From an optimization exercise on the open Yosys and OpenROAD flow, aimed at small area; shortcuts taken in it are not production practice.
RTL that was checked went through simulation tests only; none was proved equivalent to the original.
Power figures rest on the tool's default switching activity, not on a simulated workload.

==> inputs of trial 82 <==
Design floating_point_adder, start of the top module:
module floating_point_adder (f_in1, f_in2, f_out, clk);
input [63:0] f_in1, f_in2;
output reg [63:0] f_out;
input clk;
genvar i, j;
localparam NB = 5;
localparam [6*8-1:0] LOS = {8'd53, 8'd43, 8'd33, 8'd22, 8'd11, 8'd0};
function integer LO;
  input integer j;
  LO = LOS[j * 8 +: 8];
endfunction
wire gt, gtn, sela, selb, sl, sub;
wire [4:0] s, sn;
fa_exp1 ux (.e1(f_in1[62:52]), .e2(f_in2[62:52]), .s1(f_in1[63]), .s2(f_in2[63]),
            .gt(gt), .gtn(gtn), .s(s), .sn(sn), .sela(sela), .selb(selb),
            .sl(sl), .sub(sub));
wire [10:0] eln;
generate
  for (i = 0; i < 11; i = i + 1) begin : emux
    fa_imux g (.x0(f_in2[52 + i]), .x1(f_in1[52 + i]), .s(gt), .sn(gtn), .y(eln[i]));
  end
endgenerate
wire [51:0] mln;
generate
  for (i = 0; i < 52; i = i + 1) begin : amux
    fa_imux g (.x0(f_in2[i]), .x1(f_in1[i]), .s(gt), .sn(gtn), .y(mln[i]));
  end
endgenerate
wire [52:0] y0;
assign y0[52] = gt;
fa_nor2 uy51 (.a(gt), .b(f_in1[51]), .y(y0[51]));
generate
  for (i = 0; i < 51; i = i + 1) begin : ymux
    fa_imux g (.x0(f_in1[i]), .x1(f_in2[i + 1]), .s(gt), .sn(gtn), .y(y0[i]));
  end
endgenerate
wire [52:0] y1, y2, y3, y4, y5;
generate
  for (i = 0; i < 53; i = i + 1) begin : shl
    if (i + 1 < 53) begin : a0
      fa_imux g (.x0(y0[i]), .x1(y0[i + 1]), .s(s[0]), .sn(sn[0]), .y(y1[i]));
    end else begin : b0
      fa_nor2 g (.a(s[0]), .b(y0[i]), .y(y1[i]));
    end
    if (i + 2 < 53) begin : a1
      fa_imux g (.x0(y1[i]), .x1(y1[i + 2]), .s(s[1]), .sn(sn[1]), .y(y2[i]));
    end else begin : b1
      fa_nand2 g (.a(sn[1]), .b(y1[i]), .y(y2[i]));
    end
    if (i + 4 < 53) begin : a2
      fa_imux g (.x0(y2[i]), .x1(y2[i + 4]), .s(s[2]), .sn(sn[2]), .y(y3[i]));
    end else begin : b2
  ...
export LEC_CHECK = 0
export ABC_AREA = 1
export CAP_MARGIN = 0
export CORE_MARGIN = 2
export CORE_UTILIZATION = 50
export GPL_TIMING_DRIVEN = 0
export SLEW_MARGIN = 0
export SYNTH_HIERARCHICAL = 1
create_clock -name core_clock -period 6.0 [get_ports {clk}]
standard.sh (not shown) runs the stock make flow with config.mk's settings and CLKGATE_MAP_FILE= SYNTH_SCRIPT=/design/flow/synth_recipe.tcl, a recipe that flattens the netlist after the stock synthesis.
==> flow/flow/run.sh <==
#!/bin/bash
# The standard layout (standard.sh), with these changes to how it is made:
#  - every port still gets its own buffer, a small one (buf_1);
#  - optional extra make settings in flow/extra.args (one per line) are passed to make.
set -euo pipefail
cp -r "$FLOW_HOME/scripts" ./scripts_own
cp flow/abc_area.script scripts_own/abc_area.script
extra=()
if [[ -f flow/extra.args ]]; then
  while IFS= read -r line; do [[ -n "$line" ]] && extra+=("$line"); done < flow/extra.args
fi
bash standard.sh SCRIPTS_DIR="$PWD/scripts_own" \
  BUFFER_PORTS_ARGS="-buffer_cell sky130_fd_sc_hd__buf_1" "${extra[@]}" finish \
  > make_finish.log 2>&1
test -s out/final.def
==> flow/flow/extra.args <==
CTS_ARGS=-sink_clustering_enable -repair_clock_nets -dont_use_dummy_load -buf_list sky130_fd_sc_hd__clkbuf_4 -sink_clustering_size 12 -sink_clustering_max_diameter 38
DONT_USE_CELLS=sky130_fd_sc_hd__probe_p_8 sky130_fd_sc_hd__probec_p_8 sky130_fd_sc_hd__lpflow_bleeder_1 sky130_fd_sc_hd__lpflow_clkbufkapwr_1 sky130_fd_sc_hd__lpflow_clkbufkapwr_16 sky130_fd_sc_hd__lpflow_clkbufkapwr_2 sky130_fd_sc_hd__lpflow_clkbufkapwr_4 sky130_fd_sc_hd__lpflow_clkbufkapwr_8 sky130_fd_sc_hd__lpflow_clkinvkapwr_1 sky130_fd_sc_hd__lpflow_clkinvkapwr_16 sky130_fd_sc_hd__lpflow_clkinvkapwr_2 sky130_fd_sc_hd__lpflow_clkinvkapwr_4 sky130_fd_sc_hd__lpflow_clkinvkapwr_8 sky130_fd_sc_hd__lpflow_decapkapwr_12 sky130_fd_sc_hd__lpflow_decapkapwr_3 sky130_fd_sc_hd__lpflow_decapkapwr_4 sky130_fd_sc_hd__lpflow_decapkapwr_6 sky130_fd_sc_hd__lpflow_decapkapwr_8 sky130_fd_sc_hd__lpflow_inputiso0n_1 sky130_fd_sc_hd__lpflow_inputiso0p_1 sky130_fd_sc_hd__lpflow_inputiso1n_1 sky130_fd_sc_hd__lpflow_inputiso1p_1 sky130_fd_sc_hd__lpflow_inputisolatch_1 sky130_fd_sc_hd__lpflow_isobufsrc_1 sky130_fd_sc_hd__lpflow_isobufsrc_16 sky130_fd_sc_hd__lpflow_isobufsrc_2 sky130_fd_sc_hd__lpflow_isobufsrc_4 sky130_fd_sc_hd__lpflow_isobufsrc_8 sky130_fd_sc_hd__lpflow_isobufsrckapwr_16 sky130_fd_sc_hd__lpflow_lsbuf_lh_hl_isowell_tap_1 sky130_fd_sc_hd__lpflow_lsbuf_lh_hl_isowell_tap_2 sky130_fd_sc_hd__lpflow_lsbuf_lh_hl_isowell_tap_4 sky130_fd_sc_hd__lpflow_lsbuf_lh_isowell_4 sky130_fd_sc_hd__lpflow_lsbuf_lh_isowell_tap_1 sky130_fd_sc_hd__lpflow_lsbuf_lh_isowell_tap_2 sky130_fd_sc_hd__lpflow_lsbuf_lh_isowell_tap_4 sky130_fd_sc_hd__buf_6 sky130_fd_sc_hd__buf_8 sky130_fd_sc_hd__buf_12 sky130_fd_sc_hd__buf_16 sky130_fd_sc_hd__bufbuf_8 sky130_fd_sc_hd__bufbuf_16 sky130_fd_sc_hd__bufinv_8 sky130_fd_sc_hd__bufinv_16 sky130_fd_sc_hd__clkbuf_16 sky130_fd_sc_hd__inv_6 sky130_fd_sc_hd__inv_8 sky130_fd_sc_hd__inv_12 sky130_fd_sc_hd__inv_16 sky130_fd_sc_hd__clkinv_8 sky130_fd_sc_hd__clkinv_16
Other scripts of this flow, unchanged in this note and not shown: flow/flow/abc_area.script
==> inputs of trial 89, as changes to trial 82 <==
--- a/flow/design.v
+++ b/flow/design.v
@@ -26,10 +26,25 @@
   assign y = ~((a1 | a2) & b);
 endmodule
 module fa_ao21 (input a1, a2, b, output y);
   assign y = (a1 & a2) | b;
 endmodule
+module fa_and2 (input a, b, output y);
+  assign y = a & b;
+endmodule
+module fa_nand3 (input a, b, c, output y);
+  assign y = ~(a & b & c);
+endmodule
+module fa_nand4 (input a, b, c, d, output y);
+  assign y = ~(a & b & c & d);
+endmodule
+module fa_nor3 (input a, b, c, output y);
+  assign y = ~(a | b | c);
+endmodule
+module fa_nor4 (input a, b, c, d, output y);
+  assign y = ~(a | b | c | d);
+endmodule
 module fa_aoi22 (input a1, a2, b1, b2, output y);
   assign y = ~((a1 & a2) | (b1 & b2));
 endmodule
 module fa_aoi222 (input a1, a2, b1, b2, c1, c2, output y);
   assign y = ~((a1 & a2) | (b1 & b2) | (c1 & c2));
@@ -109,42 +124,70 @@
   wire d5 = dsum[5] ^ ~gt;
   wire sat = gt ? |dsum[10:6] : ~&dsum[10:6];
   assign sela = ~sat & ~d5;
   assign selb = ~sat & d5;
 endmodule
-module fa_ctl3 #(parameter NB = 5, parameter [6*8-1:0] LOS = {8'd53, 8'd43, 8'd33, 8'd22, 8'd11, 8'd0}) (
+module fa_ctl3 (
   input [52:0] u,
-  input [NB-1:0] bc,
+  input [4:0] bc,
   input sub,
-  output [NB-1:0] cin,
+  output [4:0] cin,
   output neg, hi, mid, lo, zero
 );
-  function integer LO;
-    input integer j;
-    LO = LOS[j * 8 +: 8];
-  endfunction
-  wire [NB-1:0] ones;
-  wire [NB:0] k, c;
-  genvar j;
-  generate
-    for (j = 0; j < NB; j = j + 1) begin : blk
-      assign ones[j] = &u[LO(j + 1) - 1:LO(j)];
-      assign k[j + 1] = bc[j] | (ones[j] & k[j]);
-      assign c[j + 1] = bc[j] | (ones[j] & c[j]);
-      assign cin[j] = c[j];
-    end
-  endgenerate
-  assign k[0] = 1'b0;
-  assign c[0] = sub & k[NB];
-  assign neg = sub & k[NB];
-  wire r53 = ~sub & ~k[NB];
-  wire t52 = c[NB - 1] & (&u[51:LO(NB - 1)]);
-  wire r52 = ~(u[52] ^ t52 ^ neg);
+  wire [4:0] ones;
+  wire [13:0] n;
+  fa_nand4 a0 (.a(u[0]), .b(u[1]), .c(u[2]), .d(u[3]), .y(n[0]));
+  fa_nand4 a1 (.a(u[4]), .b(u[5]), .c(u[6]), .d(u[7]), .y(n[1]));
+  fa_nand3 a2 (.a(u[8]), .b(u[9]), .c(u[10]), .y(n[2]));
+  fa_nor3 o0 (.a(n[0]), .b(n[1]), .c(n[2]), .y(ones[0]));
+  fa_nand4 a3 (.a(u[11]), .b(u[12]), .c(u[13]), .d(u[14]), .y(n[3]));
+  fa_nand4 a4 (.a(u[15]), .b(u[16]), .c(u[17]), .d(u[18]), .y(n[4]));
+  fa_nand3 a5 (.a(u[19]), .b(u[20]), .c(u[21]), .y(n[5]));
+  fa_nor3 o1 (.a(n[3]), .b(n[4]), .c(n[5]), .y(ones[1]));
+  fa_nand4 a6 (.a(u[22]), .b(u[23]), .c(u[24]), .d(u[25]), .y(n[6]));
+  fa_nand4 a7 (.a(u[26]), .b(u[27]), .c(u[28]), .d(u[29]), .y(n[7]));
+  fa_nand3 a8 (.a(u[30]), .b(u[31]), .c(u[32]), .y(n[8]));
+  fa_nor3 o2 (.a(n[6]), .b(n[7]), .c(n[8]), .y(ones[2]));
+  fa_nand4 a9 (.a(u[33]), .b(u[34]), .c(u[35]), .d(u[36]), .y(n[9]));
+  fa_nand3 a10 (.a(u[37]), .b(u[38]), .c(u[39]), .y(n[10]));
+  fa_nand3 a11 (.a(u[40]), .b(u[41]), .c(u[42]), .y(n[11]));
+  fa_nor3 o3 (.a(n[9]), .b(n[10]), .c(n[11]), .y(ones[3]));
+  fa_nand4 a12 (.a(u[43]), .b(u[44]), .c(u[45]), .d(u[46]), .y(n[12]));
+  fa_nand4 a13 (.a(u[47]), .b(u[48]), .c(u[49]), .d(u[50]), .y(n[13]));
+  wire n5152, n51c;
+  fa_nand2 a14 (.a(u[51]), .b(u[52]), .y(n5152));
+  fa_nor3 o4 (.a(n[12]), .b(n[13]), .c(n5152), .y(ones[4]));
+  wire [5:1] k;
+  wire [4:0] c;
+  assign k[1] = bc[0];
+  fa_ao21 k2 (.a1(ones[1]), .a2(k[1]), .b(bc[1]), .y(k[2]));
+  fa_ao21 k3 (.a1(ones[2]), .a2(k[2]), .b(bc[2]), .y(k[3]));
+  fa_ao21 k4 (.a1(ones[3]), .a2(k[3]), .b(bc[3]), .y(k[4]));
+  fa_ao21 k5 (.a1(ones[4]), .a2(k[4]), .b(bc[4]), .y(k[5]));
+  fa_and2 c0 (.a(sub), .b(k[5]), .y(c[0]));
+  fa_ao21 c1 (.a1(ones[0]), .a2(c[0]), .b(bc[0]), .y(c[1]));
+  fa_ao21 c2 (.a1(ones[1]), .a2(c[1]), .b(bc[1]), .y(c[2]));
+  fa_ao21 c3 (.a1(ones[2]), .a2(c[2]), .b(bc[2]), .y(c[3]));
+  fa_ao21 c4 (.a1(ones[3]), .a2(c[3]), .b(bc[3]), .y(c[4]));
+  assign cin = c;
+  assign neg = c[0];
+  wire r53, t52, x52, r52n, r52;
+  fa_nor2 h0 (.a(sub), .b(k[5]), .y(r53));
+  fa_nand2 t0 (.a(u[51]), .b(c[4]), .y(n51c));
+  fa_nor3 t1 (.a(n[12]), .b(n[13]), .c(n51c), .y(t52));
+  fa_xor2 x0 (.a(u[52]), .b(t52), .y(x52));
+  fa_xor2 x1 (.a(x52), .b(neg), .y(r52n));
+  fa_inv x2 (.a(r52n), .y(r52));
   assign hi = r53;
-  assign mid = ~r53 & r52;
-  assign lo = ~r53 & ~r52;
-  assign zero = sub & (&ones) & ~(|bc);
+  fa_nor2 m0 (.a(r53), .b(r52n), .y(mid));
+  fa_nor2 l0 (.a(r53), .b(r52), .y(lo));
+  wire za, zb, zc, zd;
+  fa_nand3 z0 (.a(ones[0]), .b(ones[1]), .c(ones[2]), .y(za));
+  fa_nand3 z1 (.a(ones[3]), .b(ones[4]), .c(sub), .y(zb));
+  fa_nor4 z2 (.a(za), .b(zb), .c(bc[0]), .d(bc[1]), .y(zc));
+  fa_nor3 z3 (.a(bc[2]), .b(bc[3]), .c(bc[4]), .y(zd));
+  fa_and2 z4 (.a(zc), .b(zd), .y(zero));
 endmodule
 module fa_exp3 (
   input [10:0] eln,
   input sl, neg, hi, mid, lo, zero,
   output [11:0] o
@@ -278,11 +321,11 @@
   s2_sl <= s1_sl;
   s2_sub <= s1_sub;
 end
 wire [NB-1:0] cin;
 wire neg, hi, mid, lo, zero;
-fa_ctl3 #(.NB(NB), .LOS(LOS)) uc (.u(s2_u), .bc(s2_bc), .sub(s2_sub), .cin(cin),
+fa_ctl3 uc (.u(s2_u), .bc(s2_bc), .sub(s2_sub), .cin(cin),
                                   .neg(neg), .hi(hi), .mid(mid), .lo(lo), .zero(zero));
 wire [52:0] sm, rn;
 wire [52:0] t;
 generate
   for (j = 0; j < NB; j = j + 1) begin : inc
==> flow/flow/extra.args (replaced) <==
CTS_ARGS=-sink_clustering_enable -repair_clock_nets -dont_use_dummy_load -buf_list sky130_fd_sc_hd__clkbuf_2 sky130_fd_sc_hd__clkbuf_4 -sink_clustering_size 8 -sink_clustering_max_diameter 35
DONT_USE_CELLS=sky130_fd_sc_hd__probe_p_8 sky130_fd_sc_hd__probec_p_8 sky130_fd_sc_hd__lpflow_bleeder_1 sky130_fd_sc_hd__lpflow_clkbufkapwr_1 sky130_fd_sc_hd__lpflow_clkbufkapwr_16 sky130_fd_sc_hd__lpflow_clkbufkapwr_2 sky130_fd_sc_hd__lpflow_clkbufkapwr_4 sky130_fd_sc_hd__lpflow_clkbufkapwr_8 sky130_fd_sc_hd__lpflow_clkinvkapwr_1 sky130_fd_sc_hd__lpflow_clkinvkapwr_16 sky130_fd_sc_hd__lpflow_clkinvkapwr_2 sky130_fd_sc_hd__lpflow_clkinvkapwr_4 sky130_fd_sc_hd__lpflow_clkinvkapwr_8 sky130_fd_sc_hd__lpflow_decapkapwr_12 sky130_fd_sc_hd__lpflow_decapkapwr_3 sky130_fd_sc_hd__lpflow_decapkapwr_4 sky130_fd_sc_hd__lpflow_decapkapwr_6 sky130_fd_sc_hd__lpflow_decapkapwr_8 sky130_fd_sc_hd__lpflow_inputiso0n_1 sky130_fd_sc_hd__lpflow_inputiso0p_1 sky130_fd_sc_hd__lpflow_inputiso1n_1 sky130_fd_sc_hd__lpflow_inputiso1p_1 sky130_fd_sc_hd__lpflow_inputisolatch_1 sky130_fd_sc_hd__lpflow_isobufsrc_1 sky130_fd_sc_hd__lpflow_isobufsrc_16 sky130_fd_sc_hd__lpflow_isobufsrc_2 sky130_fd_sc_hd__lpflow_isobufsrc_4 sky130_fd_sc_hd__lpflow_isobufsrc_8 sky130_fd_sc_hd__lpflow_isobufsrckapwr_16 sky130_fd_sc_hd__lpflow_lsbuf_lh_hl_isowell_tap_1 sky130_fd_sc_hd__lpflow_lsbuf_lh_hl_isowell_tap_2 sky130_fd_sc_hd__lpflow_lsbuf_lh_hl_isowell_tap_4 sky130_fd_sc_hd__lpflow_lsbuf_lh_isowell_4 sky130_fd_sc_hd__lpflow_lsbuf_lh_isowell_tap_1 sky130_fd_sc_hd__lpflow_lsbuf_lh_isowell_tap_2 sky130_fd_sc_hd__lpflow_lsbuf_lh_isowell_tap_4 sky130_fd_sc_hd__buf_6 sky130_fd_sc_hd__buf_8 sky130_fd_sc_hd__buf_12 sky130_fd_sc_hd__buf_16 sky130_fd_sc_hd__bufbuf_8 sky130_fd_sc_hd__bufbuf_16 sky130_fd_sc_hd__bufinv_8 sky130_fd_sc_hd__bufinv_16 sky130_fd_sc_hd__clkbuf_16 sky130_fd_sc_hd__inv_6 sky130_fd_sc_hd__inv_8 sky130_fd_sc_hd__inv_12 sky130_fd_sc_hd__inv_16 sky130_fd_sc_hd__clkinv_8 sky130_fd_sc_hd__clkinv_16
==> inputs of trial 76, as changes to trial 82 <==
--- a/flow/design.v
+++ b/flow/design.v
@@ -49,11 +49,11 @@
   input [10:0] e1, e2,
   input s1, s2,
   output gt, gtn,
   output [4:0] s, sn,        
   output sela, selb,         
-  output sl, sub
+  output sl, sub, subn
 );
   genvar i;
   wire [10:0] g, h;
   generate
     for (i = 0; i < 11; i = i + 1) begin : lf
@@ -102,18 +102,19 @@
   fa_exp1s us (.dsum(dsum[10:5]), .gt(gt), .sela(sela), .selb(selb));
   wire sln;
   fa_imux usl (.x0(s2), .x1(s1), .s(gt), .sn(gtn), .y(sln));
   fa_inv usl2 (.a(sln), .y(sl));
   fa_xor2 usb (.a(s1), .b(s2), .y(sub));
+  fa_xnor2 usbn (.a(s1), .b(s2), .y(subn));
 endmodule
 module fa_exp1s (input [10:5] dsum, input gt, output sela, selb);
   wire d5 = dsum[5] ^ ~gt;
   wire sat = gt ? |dsum[10:6] : ~&dsum[10:6];
   assign sela = ~sat & ~d5;
   assign selb = ~sat & d5;
 endmodule
-module fa_ctl3 #(parameter NB = 5, parameter [6*8-1:0] LOS = {8'd53, 8'd43, 8'd33, 8'd22, 8'd11, 8'd0}) (
+module fa_ctl3 #(parameter NB = 5, parameter [6*8-1:0] LOS = 0) (
   input [52:0] u,
   input [NB-1:0] bc,
   input sub,
   output [NB-1:0] cin,
   output neg, hi, mid, lo, zero
@@ -162,15 +163,15 @@
 localparam [6*8-1:0] LOS = {8'd53, 8'd43, 8'd33, 8'd22, 8'd11, 8'd0};
 function integer LO;
   input integer j;
   LO = LOS[j * 8 +: 8];
 endfunction
-wire gt, gtn, sela, selb, sl, sub;
+wire gt, gtn, sela, selb, sl, sub, subn;
 wire [4:0] s, sn;
 fa_exp1 ux (.e1(f_in1[62:52]), .e2(f_in2[62:52]), .s1(f_in1[63]), .s2(f_in2[63]),
             .gt(gt), .gtn(gtn), .s(s), .sn(sn), .sela(sela), .selb(selb),
-            .sl(sl), .sub(sub));
+            .sl(sl), .sub(sub), .subn(subn));
 wire [10:0] eln;
 generate
   for (i = 0; i < 11; i = i + 1) begin : emux
     fa_imux g (.x0(f_in2[52 + i]), .x1(f_in1[52 + i]), .s(gt), .sn(gtn), .y(eln[i]));
   end
@@ -230,22 +231,27 @@
   end
 endgenerate
 reg [51:0] s1_mln;
 reg [52:0] s1_bsn;
 reg [10:0] s1_eln;
-reg s1_sl, s1_sub;
+reg s1_sl, s1_sub, s1_subn;
 always @(posedge clk) begin
   s1_mln <= mln;
   s1_bsn <= bsn;
   s1_eln <= eln;
   s1_sl <= sl;
   s1_sub <= sub;
+  s1_subn <= subn;
 end
 wire [52:0] b;
 generate
   for (i = 0; i < 53; i = i + 1) begin : bx
-    fa_xor2 g (.a(s1_bsn[i]), .b(s1_sub), .y(b[i]));
+    if (i % 2 == 0) begin : e
+      fa_xor2 g (.a(s1_bsn[i]), .b(s1_sub), .y(b[i]));
+    end else begin : o
+      fa_xnor2 g (.a(s1_bsn[i]), .b(s1_subn), .y(b[i]));
+    end
   end
 endgenerate
 wire [52:0] a = {1'b0, s1_mln};
 wire addc = ~s1_sub;
 wire [52:0] u;
@@ -256,12 +262,10 @@
     for (i = LO(j); i < LO(j + 1); i = i + 1) begin : ad
       if (i == 0) begin : c
         fa_full g (.a(a[i]), .b(b[i]), .ci(addc), .s(u[i]), .co(cy[i + 1]));
       end else if (i == LO(j)) begin : h
         fa_half g (.a(a[i]), .b(b[i]), .s(u[i]), .c(cy[i + 1]));
-      end else if (i == 52) begin : t       
-        fa_half g (.a(b[i]), .b(cy[i]), .s(u[i]), .c(cy[i + 1]));
       end else begin : f
         fa_full g (.a(a[i]), .b(b[i]), .ci(cy[i]), .s(u[i]), .co(cy[i + 1]));
       end
     end
     assign bc[j] = cy[LO(j + 1)];
==> flow/flow/extra.args (replaced) <==
CTS_ARGS=-sink_clustering_enable -repair_clock_nets -dont_use_dummy_load -buf_list sky130_fd_sc_hd__clkbuf_4 -sink_clustering_size 10 -sink_clustering_max_diameter 40
DONT_USE_CELLS=sky130_fd_sc_hd__probe_p_8 sky130_fd_sc_hd__probec_p_8 sky130_fd_sc_hd__lpflow_bleeder_1 sky130_fd_sc_hd__lpflow_clkbufkapwr_1 sky130_fd_sc_hd__lpflow_clkbufkapwr_16 sky130_fd_sc_hd__lpflow_clkbufkapwr_2 sky130_fd_sc_hd__lpflow_clkbufkapwr_4 sky130_fd_sc_hd__lpflow_clkbufkapwr_8 sky130_fd_sc_hd__lpflow_clkinvkapwr_1 sky130_fd_sc_hd__lpflow_clkinvkapwr_16 sky130_fd_sc_hd__lpflow_clkinvkapwr_2 sky130_fd_sc_hd__lpflow_clkinvkapwr_4 sky130_fd_sc_hd__lpflow_clkinvkapwr_8 sky130_fd_sc_hd__lpflow_decapkapwr_12 sky130_fd_sc_hd__lpflow_decapkapwr_3 sky130_fd_sc_hd__lpflow_decapkapwr_4 sky130_fd_sc_hd__lpflow_decapkapwr_6 sky130_fd_sc_hd__lpflow_decapkapwr_8 sky130_fd_sc_hd__lpflow_inputiso0n_1 sky130_fd_sc_hd__lpflow_inputiso0p_1 sky130_fd_sc_hd__lpflow_inputiso1n_1 sky130_fd_sc_hd__lpflow_inputiso1p_1 sky130_fd_sc_hd__lpflow_inputisolatch_1 sky130_fd_sc_hd__lpflow_isobufsrc_1 sky130_fd_sc_hd__lpflow_isobufsrc_16 sky130_fd_sc_hd__lpflow_isobufsrc_2 sky130_fd_sc_hd__lpflow_isobufsrc_4 sky130_fd_sc_hd__lpflow_isobufsrc_8 sky130_fd_sc_hd__lpflow_isobufsrckapwr_16 sky130_fd_sc_hd__lpflow_lsbuf_lh_hl_isowell_tap_1 sky130_fd_sc_hd__lpflow_lsbuf_lh_hl_isowell_tap_2 sky130_fd_sc_hd__lpflow_lsbuf_lh_hl_isowell_tap_4 sky130_fd_sc_hd__lpflow_lsbuf_lh_isowell_4 sky130_fd_sc_hd__lpflow_lsbuf_lh_isowell_tap_1 sky130_fd_sc_hd__lpflow_lsbuf_lh_isowell_tap_2 sky130_fd_sc_hd__lpflow_lsbuf_lh_isowell_tap_4 sky130_fd_sc_hd__buf_6 sky130_fd_sc_hd__buf_8 sky130_fd_sc_hd__buf_12 sky130_fd_sc_hd__buf_16 sky130_fd_sc_hd__bufbuf_8 sky130_fd_sc_hd__bufbuf_16 sky130_fd_sc_hd__bufinv_8 sky130_fd_sc_hd__bufinv_16 sky130_fd_sc_hd__clkbuf_16 sky130_fd_sc_hd__inv_6 sky130_fd_sc_hd__inv_8 sky130_fd_sc_hd__inv_12 sky130_fd_sc_hd__inv_16 sky130_fd_sc_hd__clkinv_8 sky130_fd_sc_hd__clkinv_16
Settings changed: CORE_UTILIZATION 50 to 40.
==> inputs of trial 79, as changes to trial 82 <==
--- a/flow/design.v
+++ b/flow/design.v
@@ -49,11 +49,11 @@
   input [10:0] e1, e2,
   input s1, s2,
   output gt, gtn,
   output [4:0] s, sn,        
   output sela, selb,         
-  output sl, sub
+  output sl, sub, subn
 );
   genvar i;
   wire [10:0] g, h;
   generate
     for (i = 0; i < 11; i = i + 1) begin : lf
@@ -102,18 +102,19 @@
   fa_exp1s us (.dsum(dsum[10:5]), .gt(gt), .sela(sela), .selb(selb));
   wire sln;
   fa_imux usl (.x0(s2), .x1(s1), .s(gt), .sn(gtn), .y(sln));
   fa_inv usl2 (.a(sln), .y(sl));
   fa_xor2 usb (.a(s1), .b(s2), .y(sub));
+  fa_xnor2 usbn (.a(s1), .b(s2), .y(subn));
 endmodule
 module fa_exp1s (input [10:5] dsum, input gt, output sela, selb);
   wire d5 = dsum[5] ^ ~gt;
   wire sat = gt ? |dsum[10:6] : ~&dsum[10:6];
   assign sela = ~sat & ~d5;
   assign selb = ~sat & d5;
 endmodule
-module fa_ctl3 #(parameter NB = 5, parameter [6*8-1:0] LOS = {8'd53, 8'd43, 8'd33, 8'd22, 8'd11, 8'd0}) (
+module fa_ctl3 #(parameter NB = 5, parameter [6*8-1:0] LOS = 0) (
   input [52:0] u,
   input [NB-1:0] bc,
   input sub,
   output [NB-1:0] cin,
   output neg, hi, mid, lo, zero
@@ -162,15 +163,15 @@
 localparam [6*8-1:0] LOS = {8'd53, 8'd43, 8'd33, 8'd22, 8'd11, 8'd0};
 function integer LO;
   input integer j;
   LO = LOS[j * 8 +: 8];
 endfunction
-wire gt, gtn, sela, selb, sl, sub;
+wire gt, gtn, sela, selb, sl, sub, subn;
 wire [4:0] s, sn;
 fa_exp1 ux (.e1(f_in1[62:52]), .e2(f_in2[62:52]), .s1(f_in1[63]), .s2(f_in2[63]),
             .gt(gt), .gtn(gtn), .s(s), .sn(sn), .sela(sela), .selb(selb),
-            .sl(sl), .sub(sub));
+            .sl(sl), .sub(sub), .subn(subn));
 wire [10:0] eln;
 generate
   for (i = 0; i < 11; i = i + 1) begin : emux
     fa_imux g (.x0(f_in2[52 + i]), .x1(f_in1[52 + i]), .s(gt), .sn(gtn), .y(eln[i]));
   end
@@ -230,22 +231,27 @@
   end
 endgenerate
 reg [51:0] s1_mln;
 reg [52:0] s1_bsn;
 reg [10:0] s1_eln;
-reg s1_sl, s1_sub;
+reg s1_sl, s1_sub, s1_subn;
 always @(posedge clk) begin
   s1_mln <= mln;
   s1_bsn <= bsn;
   s1_eln <= eln;
   s1_sl <= sl;
   s1_sub <= sub;
+  s1_subn <= subn;
 end
 wire [52:0] b;
 generate
   for (i = 0; i < 53; i = i + 1) begin : bx
-    fa_xor2 g (.a(s1_bsn[i]), .b(s1_sub), .y(b[i]));
+    if (i % 2 == 0) begin : e
+      fa_xor2 g (.a(s1_bsn[i]), .b(s1_sub), .y(b[i]));
+    end else begin : o
+      fa_xnor2 g (.a(s1_bsn[i]), .b(s1_subn), .y(b[i]));
+    end
   end
 endgenerate
 wire [52:0] a = {1'b0, s1_mln};
 wire addc = ~s1_sub;
 wire [52:0] u;
@@ -256,12 +262,10 @@
     for (i = LO(j); i < LO(j + 1); i = i + 1) begin : ad
       if (i == 0) begin : c
         fa_full g (.a(a[i]), .b(b[i]), .ci(addc), .s(u[i]), .co(cy[i + 1]));
       end else if (i == LO(j)) begin : h
         fa_half g (.a(a[i]), .b(b[i]), .s(u[i]), .c(cy[i + 1]));
-      end else if (i == 52) begin : t       
-        fa_half g (.a(b[i]), .b(cy[i]), .s(u[i]), .c(cy[i + 1]));
       end else begin : f
         fa_full g (.a(a[i]), .b(b[i]), .ci(cy[i]), .s(u[i]), .co(cy[i + 1]));
       end
     end
     assign bc[j] = cy[LO(j + 1)];
==> flow/flow/extra.args (replaced) <==
CTS_ARGS=-sink_clustering_enable -repair_clock_nets -dont_use_dummy_load -buf_list sky130_fd_sc_hd__clkbuf_8 -sink_clustering_size 14 -sink_clustering_max_diameter 60
RECOVER_POWER=100
Settings changed: CORE_UTILIZATION 50 to 40.
==> comparison table <==
| item | trial 89 | trial 79 | trial 76 | trial 82 |
|---|---|---|---|---|
| Clock network share of area | - | 0.0246 | 0.0218 | 0.0209 |
| Share of synthesized cell area in and, or, nand and nor gates | 0.0985 | 0.104 | 0.104 | 0.104 |
| Register clock-pin slew on the reported worst setup and hold paths | - | 0.08 ns | 0.10 ns | 0.11 ns |
| Synth top area share | 0.426 | 0.424 | 0.424 | 0.424 |
| Met1 demand-to-capacity share in global routing | - | 0.353 | 0.354 | 0.395 |
| Core occupancy in the finished layout | - | 0.474 | 0.466 | 0.581 |
| Sequential logic power | - | 2320 uW | 2320 uW | 2310 uW |
| Most used cell, CP | - | - | fa_1 | fa_1 |
| Post-CTS setup repair buffer count | - | 0 | 0 | 0 |
| Net count of the finished layout | - | 1772 | 1785 | 1779 |
| Path class of the lowest-slack min-delay path | - | flop to flop | flop to flop | flop to flop |
| Status | stopped before the end | failed layout checks | no timing/DRC/antenna violations | no timing/DRC/antenna violations |
| Failing step | clock tree synthesis (4_1_cts) | - | - | - |
| Reasons for failing layout checks | - | max-capacitance violations, max-slew violations | - | - |
| CTS Buf Count | - | 25 | 40 | 38 |
| Met2 capacity usage during global routing | - | 0.376 | 0.379 | 0.454 |
| Final setup violation count | - | 0 | 0 | 0 |
| Number of global-route vias before repair | - | 10400 | 10700 | 10400 |
| Worst path bufs/invs | - | 3 | 0 | 1 |
Function not checked in trial 82 and trial 89: the RTL went through the layout flow alone.

## separate check: timing with driven ports
How much do the figures lean on ideal ports? The routed layouts below were timed once more, with nothing changed but the port constraints.
Step 1, drivers: a clkbuf_16 drives clk and a buf_2 each remaining input, both assumed.
Step 2 times the ports against the registers' clock, not the clock port: input delays grow and output delays shrink by t, the midpoint of the rising clock arrivals with the driver on.
Three values: ideal, step 1, step 2; two values: the first two.
| run | shift t [ns] | slack for setup (ns) | worst setup path after step 2 | worst slew at a driven data input, ns | cell pins on the clock port's net |
|---|---|---|---|---|---|
| trial 82 | 0.665 | 0.274 / 0.274 / -0.166 | input to register | 0.08 | 1 |
| trial 76 | 0.667 | 0.229 / 0.229 / -0.257 | input to register | 0.08 | 1 |
| trial 79 | 0.574 | 0.244 / 0.265 / -0.307 | input to register | 0.07 | 1 |
The setup slack of trial 79, which loses most, moves by +0.021 ns with the drivers and by -0.551 ns with both steps.
